From an optimization exercise on the open Yosys and OpenROAD flow, aimed at small area and a short achievable clock period; shortcuts taken in it are not production practice.
The RTL was checked by simulation tests, not by an equivalence proof against the original design.

==> try-tundra: inputs <==
==> flow/design.v <==
module controller
(
	input  clk,
	input  [7:0] opcode,
	output jump_to_addr,
	output [3:0] alu_control,
	output rd_dmem, 	
	output wr_dmem 	
);
	assign jump_to_addr = (opcode == 8'h02) ? 1'b1 : 1'b0;
	assign alu_control = 	(opcode == 8'h03) ? (4'b0001) :
							(opcode == 8'h04) ? (4'b0010) :
							(opcode == 8'h05) ? (4'b0100) :
							(opcode == 8'h06) ? (4'b1000) : 4'b0000;
	assign rd_dmem = (opcode == 8'h00) ? 1'b1 : 1'b0;
	assign wr_dmem = (opcode == 8'h01) ? 1'b1 : 1'b0;
endmodule
module data_memory_control
(
	input  clk,
	input  rd_dmem, 	
	input  wr_dmem,
	input  [7:0] im_data,
	output [7:0] dm_abus
);
	assign dm_abus = 	(rd_dmem == 1'b1) ? im_data:
						(wr_dmem == 1'b1) ? im_data: 8'h00;
endmodule
module instruction_control
(
	input  clk,
	input  reset,
	output im_abus_valid,	
	output [7:0] im_abus_data,
	input  jump_to_addr,
	input  [7:0] im_data
);
	reg [7:0] PC;
	always @ (posedge clk or posedge reset)
	begin
		if (reset)
			PC <= 8'hFF;
		else if (jump_to_addr == 1'b1)
			PC <= im_data;
		else
			PC <= PC + 1'b1;
	end
	assign im_abus_valid = 1'b1;
	assign im_abus_data = PC;
endmodule
module alu
(
	input  clk,
	input  reset,
	input  [ 3:0] control, 
	input  [ 7:0] A,
	input  [ 7:0] B,
	output [15:0] Y
);
	reg [15:0] result;	
	always @ (posedge clk or posedge reset)
	begin
		if (reset)
			result <= 16'h0000;
		else
		case (control)
			4'b0001: result <= {8'h00, A + B};
			4'b0010: result <= {8'h00, A - B};
			4'b0100: result <= A * B;
			4'b1000: result <= (B == 8'h00) ? 16'h00FF : A / B;
		endcase
	end
	assign Y = result;
endmodule
module operation_module
(
	input  clk,
	input  reset,
	output im_abus_valid,	
	output [7:0] im_abus_data,
	input  [7:0] im_data,
	input  jump_to_addr,
	input  [3:0] alu_control,
	input  rd_dmem, 
	input  wr_dmem, 
	output [7:0] dm_abus,
	input  [7:0] dm_in_dbus,
	output [7:0] dm_out_dbus
);
	reg  rd_dmem_d;
	reg  rd_dmem_dd;
	reg  [15:0] AC;
	wire [15:0] Y;
	always @ (posedge clk or posedge reset)
	begin
		if (reset)
		begin
			rd_dmem_d <= 1'b0;
			rd_dmem_dd <= 1'b0;
			AC <= 16'h0000;
		end
		else
		begin
			rd_dmem_d <= rd_dmem;
			rd_dmem_dd <= rd_dmem_d;
			if (rd_dmem_d)
				AC [7:0] <= dm_in_dbus;
			else
				AC <= Y;
		end
	end
	assign dm_out_dbus = wr_dmem ? AC [7:0]: 8'h00;
	alu alu_inst
	(
		.clk(clk),
		.reset(reset),
		.control(alu_control),
		.A(AC [7:0]),
		.B(im_data),
		.Y(Y)
	);
	instruction_control instruction_control_inst
	(
		.clk(clk),
		.reset(reset),
		.im_abus_valid(im_abus_valid),
		.im_abus_data(im_abus_data),
		.jump_to_addr(jump_to_addr),
		.im_data
	);
	data_memory_control data_memory_control_inst
	(
		.clk(clk),
		.rd_dmem(rd_dmem),
		.wr_dmem(wr_dmem),
		.im_data(im_data),
		.dm_abus(dm_abus)
	);
endmodule
module simple_cpu_top
(
	input  clk,
	input  reset,
	output im_abus_valid,	
	output [ 7:0] im_abus_data,
	input  [15:0] im_dbus,
	output rd_mem,
	output wr_mem,
	output [7:0] dm_abus,
	input  [7:0] dm_in_dbus,
	output [7:0] dm_out_dbus
);
	wire [7:0] im_data;
	wire [7:0] opcode;
	wire jump_to_addr;
	wire [3:0] alu_control;
	wire rd_dmem;
	wire wr_dmem;
	assign im_data = im_dbus[7:0];
	assign opcode = im_dbus[15:8];	
	assign rd_mem = rd_dmem;
	assign wr_mem = wr_dmem;
	operation_module operation_module_inst
	(
		.clk(clk),
		.reset(reset),
		.im_abus_valid(im_abus_valid),
		.im_abus_data(im_abus_data),
		.im_data(im_data),
		.jump_to_addr(jump_to_addr),
		.alu_control(alu_control),
		.rd_dmem(rd_dmem),
		.wr_dmem(wr_dmem),
		.dm_abus(dm_abus),
		.dm_in_dbus(dm_in_dbus),
		.dm_out_dbus(dm_out_dbus)
	);
	controller controller_inst
	(
		.clk(clk),
		.opcode(opcode),
		.jump_to_addr(jump_to_addr),
		.alu_control(alu_control),
		.rd_dmem(rd_dmem),
		.wr_dmem(wr_dmem)
	);
endmodule
==> flow/run.sh <==
#!/bin/bash
# synth_recipe.tcl (not shown) runs the flow's synth.tcl, then flattens the netlist and writes it again
# the make line also repeats each setting of config.mk as NAME=value (left out here)
make -C /OpenROAD-flow-scripts/flow DESIGN_CONFIG=/design/flow/config.mk WORK_HOME=/design/flow/orfs CLKGATE_MAP_FILE= SYNTH_SCRIPT=/design/flow/synth_recipe.tcl finish
==> flow/config.mk <==
export PLATFORM = sky130hd
export DESIGN_NAME = simple_cpu_top
export DESIGN_NICKNAME = simple_cpu_top
export VERILOG_FILES = /design/flow/design.v
export SDC_FILE = /design/flow/constraint.sdc
export NUM_CORES = 4
export LEC_CHECK = 0
export CAP_MARGIN = 20
export CORE_MARGIN = 2
export CORE_UTILIZATION = 40
export SLEW_MARGIN = 20
==> flow/constraint.sdc <==
create_clock -name core_clock -period 34.0 [get_ports {clk}]
set_input_delay 6.8000 -clock core_clock [delete_from_list [all_inputs] [get_ports {clk}]]
set_output_delay 6.8000 -clock core_clock [all_outputs]
set_load 0.01 [all_outputs]
==> inputs of try-fjord, as changes to try-tundra <==
==> flow/design.v, changed modules only <==
module controller
(
	input  [7:0] opcode,
	output jump,
	output is_alu,
	output [1:0] kind,
	output rd_dmem,
	output wr_dmem,
	output mem_op
);
	wire hi0 = (opcode[7:3] == 5'd0);
	assign rd_dmem = hi0 & (opcode[2:0] == 3'd0);
	assign wr_dmem = hi0 & (opcode[2:0] == 3'd1);
	assign jump    = hi0 & (opcode[2:0] == 3'd2);
	assign mem_op  = hi0 & (opcode[2:1] == 2'd0);
	assign is_alu  = hi0 & (opcode[2:0] >= 3'd3) & (opcode[2:0] <= 3'd6);
	assign kind    = opcode[1:0];
endmodule
module data_memory_control
(
	input  mem_op,
	input  [7:0] d,
	output [7:0] dm_abus
);
	assign dm_abus = mem_op ? d : 8'h00;
endmodule
module instruction_control
(
	input  clk,
	input  reset,
	output im_abus_valid,
	output [7:0] im_abus_data,
	input  jump,
	input  [7:0] d
);
	reg [7:0] PC;
	always @ (posedge clk or posedge reset)
	begin
		if (reset)
			PC <= 8'hFF;
		else if (jump)
			PC <= d;
		else
			PC <= PC + 1'b1;
	end
	assign im_abus_valid = 1'b1;
	assign im_abus_data = PC;
endmodule
module alu
(
	input  [1:0] kind,
	input  [7:0] A,
	input  [7:0] B,
	output [7:0] Y
);
	wire is_div = kind[1] & ~kind[0];
	wire is_mul = ~kind[1] & kind[0];
	wire is_add = kind[1] & kind[0];
	wire use_sub = ~kind[0];            
	wire [7:0] nbd = {8{is_div}} & ~B;    
	wire [7:0] am  = {8{is_mul}} & A;     
	wire [8:1] bz;
	assign bz[8] = 1'b1;
	genvar w, j;
	generate
		for (w = 7; w >= 1; w = w - 1) begin : g_bz
			assign bz[w] = bz[w+1] & ~B[w];
		end
	endgenerate
	wire [7:0] x [0:8];
	wire [7:0] q;
	assign x[8] = 8'h00;
	generate
		for (w = 1; w <= 7; w = w + 1) begin : g_stage
			localparam integer I = 8 - w;
			wire [w:0] c;
			wire [w-1:0] s, y;
			wire [7:0] xin;
			if (I < 7) begin : g_hi
				assign xin[7:I+1] = x[I+1][7:I+1];
			end
			assign xin[I] = A[I] & ~is_mul;
			if (I > 0) begin : g_lo
				assign xin[I-1:0] = 8'h00;
			end
			assign c[0] = is_div;
			for (j = 0; j < w; j = j + 1) begin : g_bit
				assign y[j] = nbd[j] | (am[j] & B[I]);
				assign s[j] = xin[I+j] ^ y[j] ^ c[j];
				assign c[j+1] = (xin[I+j] & y[j]) | (xin[I+j] & c[j]) | (y[j] & c[j]);
			end
			assign q[I] = c[w] & bz[w] ;
			wire sel = is_mul | (is_div & q[I]);
			wire [7:0] xo;
			assign xo[7:I] = sel ? s : xin[7:I];
			if (I > 0) begin : g_lo2
				assign xo[I-1:0] = 8'h00;
			end
			assign x[I] = xo;
		end
	endgenerate
	wire [8:0] c0;
	wire [7:0] s0, y0, x0;
	assign x0[7:1] = x[1][7:1];
	assign x0[0] = A[0] & ~is_mul;
	assign c0[0] = use_sub;
	generate
		for (j = 0; j < 8; j = j + 1) begin : g_s0
			assign y0[j] = use_sub ? ~B[j] : (is_add ? B[j] : (A[j] & B[0]));
			assign s0[j] = x0[j] ^ y0[j] ^ c0[j];
			assign c0[j+1] = (x0[j] & y0[j]) | (x0[j] & c0[j]) | (y0[j] & c0[j]);
		end
	endgenerate
	assign q[0] = c0[8];
	assign Y = is_div ? q : s0;
endmodule
module operation_module
(
	input  clk,
	input  reset,
	input  [7:0] d,
	input  is_alu,
	input  [1:0] kind,
	input  rd_dmem,
	input  wr_dmem,
	input  [7:0] dm_in_dbus,
	output [7:0] dm_out_dbus
);
	reg        L;         
	reg  [7:0] AC;
	reg  [7:0] op_a;      
	reg  [7:0] op_b;
	reg  [1:0] op_k;
	wire [7:0] R;
	alu alu_inst
	(
		.kind(op_k),
		.A(op_a),
		.B(op_b),
		.Y(R)
	);
	always @ (posedge clk or posedge reset)
	begin
		if (reset)
		begin
			L    <= 1'b0;
			AC   <= 8'h00;
			op_a <= 8'h00;
			op_b <= 8'h00;
			op_k <= 2'b00;
		end
		else
		begin
			L    <= rd_dmem;
			AC   <= L ? dm_in_dbus : R;
			op_a <= is_alu ? AC : R;
			op_b <= is_alu ? d : 8'h00;
			op_k <= is_alu ? kind : 2'b00;
		end
	end
	assign dm_out_dbus = wr_dmem ? AC : 8'h00;
endmodule
module simple_cpu_top
(
	input  clk,
	input  reset,
	output im_abus_valid,
	output [ 7:0] im_abus_data,
	input  [15:0] im_dbus,
	output rd_mem,
	output wr_mem,
	output [7:0] dm_abus,
	input  [7:0] dm_in_dbus,
	output [7:0] dm_out_dbus
);
	wire [7:0] d  = im_dbus[7:0];
	wire jump, is_alu, mem_op;
	wire [1:0] kind;
	controller controller_inst
	(
		.opcode(im_dbus[15:8]),
		.jump(jump),
		.is_alu(is_alu),
		.kind(kind),
		.rd_dmem(rd_mem),
		.wr_dmem(wr_mem),
		.mem_op(mem_op)
	);
	instruction_control instruction_control_inst
	(
		.clk(clk),
		.reset(reset),
		.im_abus_valid(im_abus_valid),
		.im_abus_data(im_abus_data),
		.jump(jump),
		.d(d)
	);
	data_memory_control data_memory_control_inst
	(
		.mem_op(mem_op),
		.d(d),
		.dm_abus(dm_abus)
	);
	operation_module operation_module_inst
	(
		.clk(clk),
		.reset(reset),
		.d(d),
		.is_alu(is_alu),
		.kind(kind),
		.rd_dmem(rd_mem),
		.wr_dmem(wr_mem),
		.dm_in_dbus(dm_in_dbus),
		.dm_out_dbus(dm_out_dbus)
	);
endmodule
==> run notes <==
Against try-tundra, the worst hold slack of try-fjord is lower by 35 ps. Against try-tundra, the sequential share of layout area of try-fjord is higher by 16 points. Of try-fjord and try-tundra, try-tundra has the higher routed wire length (gap 67%, measured against try-tundra). try-fjord finished clean. try-tundra finished clean. Between try-fjord and try-tundra, the lower die area is in try-fjord (gap 57%, measured against try-tundra). Global-route usage: try-fjord is lower than try-tundra (3.7 points). Cell area: try-fjord is smaller than try-tundra (about 60%). Of try-tundra and try-fjord, try-tundra has the higher first-iteration DRC count (gap 130%, measured against try-fjord). Against try-tundra, the register-to-register slack of try-fjord is better by 1800 ps. The via count of try-tundra is 3.0 times that of try-fjord. Between try-tundra and try-fjord, the lower core utilization is in try-fjord (gap 5.0 points). Critical path depth: try-tundra is higher than try-fjord (80).
==> figures <==
	try-tundra	try-fjord
Status	complete, no violations	complete, no violations
Adder-Cell Fraction of Synth Area	22.9%	18.5%
Standard-cell rows	52	33
Final area over synthesized area	1.334x	1.184x
Startpoint of the lowest-slack register-to-register path	operation_module_inst.AC[4]	operation_module_inst.op_k[0]
Rel. slew slack	44.1%	41.8%
Synthesized area	8210 um2	3440 um2
Most frequent cell after synthesis	ha_1	nor2_1
Routed length on met3	1.19 mm	612 um
Routed wire per std cell	17.3 um	17.3 um
Critical path endpoint	operation_module_inst.alu_inst.result[0]	operation_module_inst.AC[7]
Signal inverters	57	22
Most common cell after layout, fill and taps aside	buf_4	clkdlybuf4s50_1
Met3 Resource Use GR	1.37%	3.40%
Total routing usage reported by global routing	23.5%	19.7%
Flip-flop and latch count after synthesis	25	35
Terminating pin of the worst hold path	operation_module_inst.alu_inst.result[6]	operation_module_inst.op_a[0]
Worst Reg2Reg Path Length in Cells	104	61
Crit path max fanout	7	16

## afterwards: timing with drivers on the ports
In the flow no input, the clock included, has a driving cell. The finished layouts below were timed again as built, in two steps.
Step 1, drivers: a clkbuf_16 drives clk and a buf_2 each remaining input, both assumed.
Step 2 also shifts input and output timing later by t, the mid clock arrival at the registers, as if the neighbouring blocks saw the same clock.
a / b / c = ideal ports / drivers / drivers and shift; a / b = the first two.
run	shift t [ns]	slack for setup (ns)	hold slack, ns	worst setup path at the end	latest minus earliest clock arrival (ns)
try-tundra	0.299	0.504 / 0.515 / 0.216	0.503 / 0.503 / 0.503	input to register	0.006 / 0.006
try-fjord	0.307	16.031 / 16.031 / 16.031	0.468 / 0.468 / 0.468	register to register	0.011 / 0.012
After both steps every run listed still meets setup and hold. The setup slack of try-tundra, which loses most, moves by +0.011 ns with the drivers and by -0.288 ns with both steps.
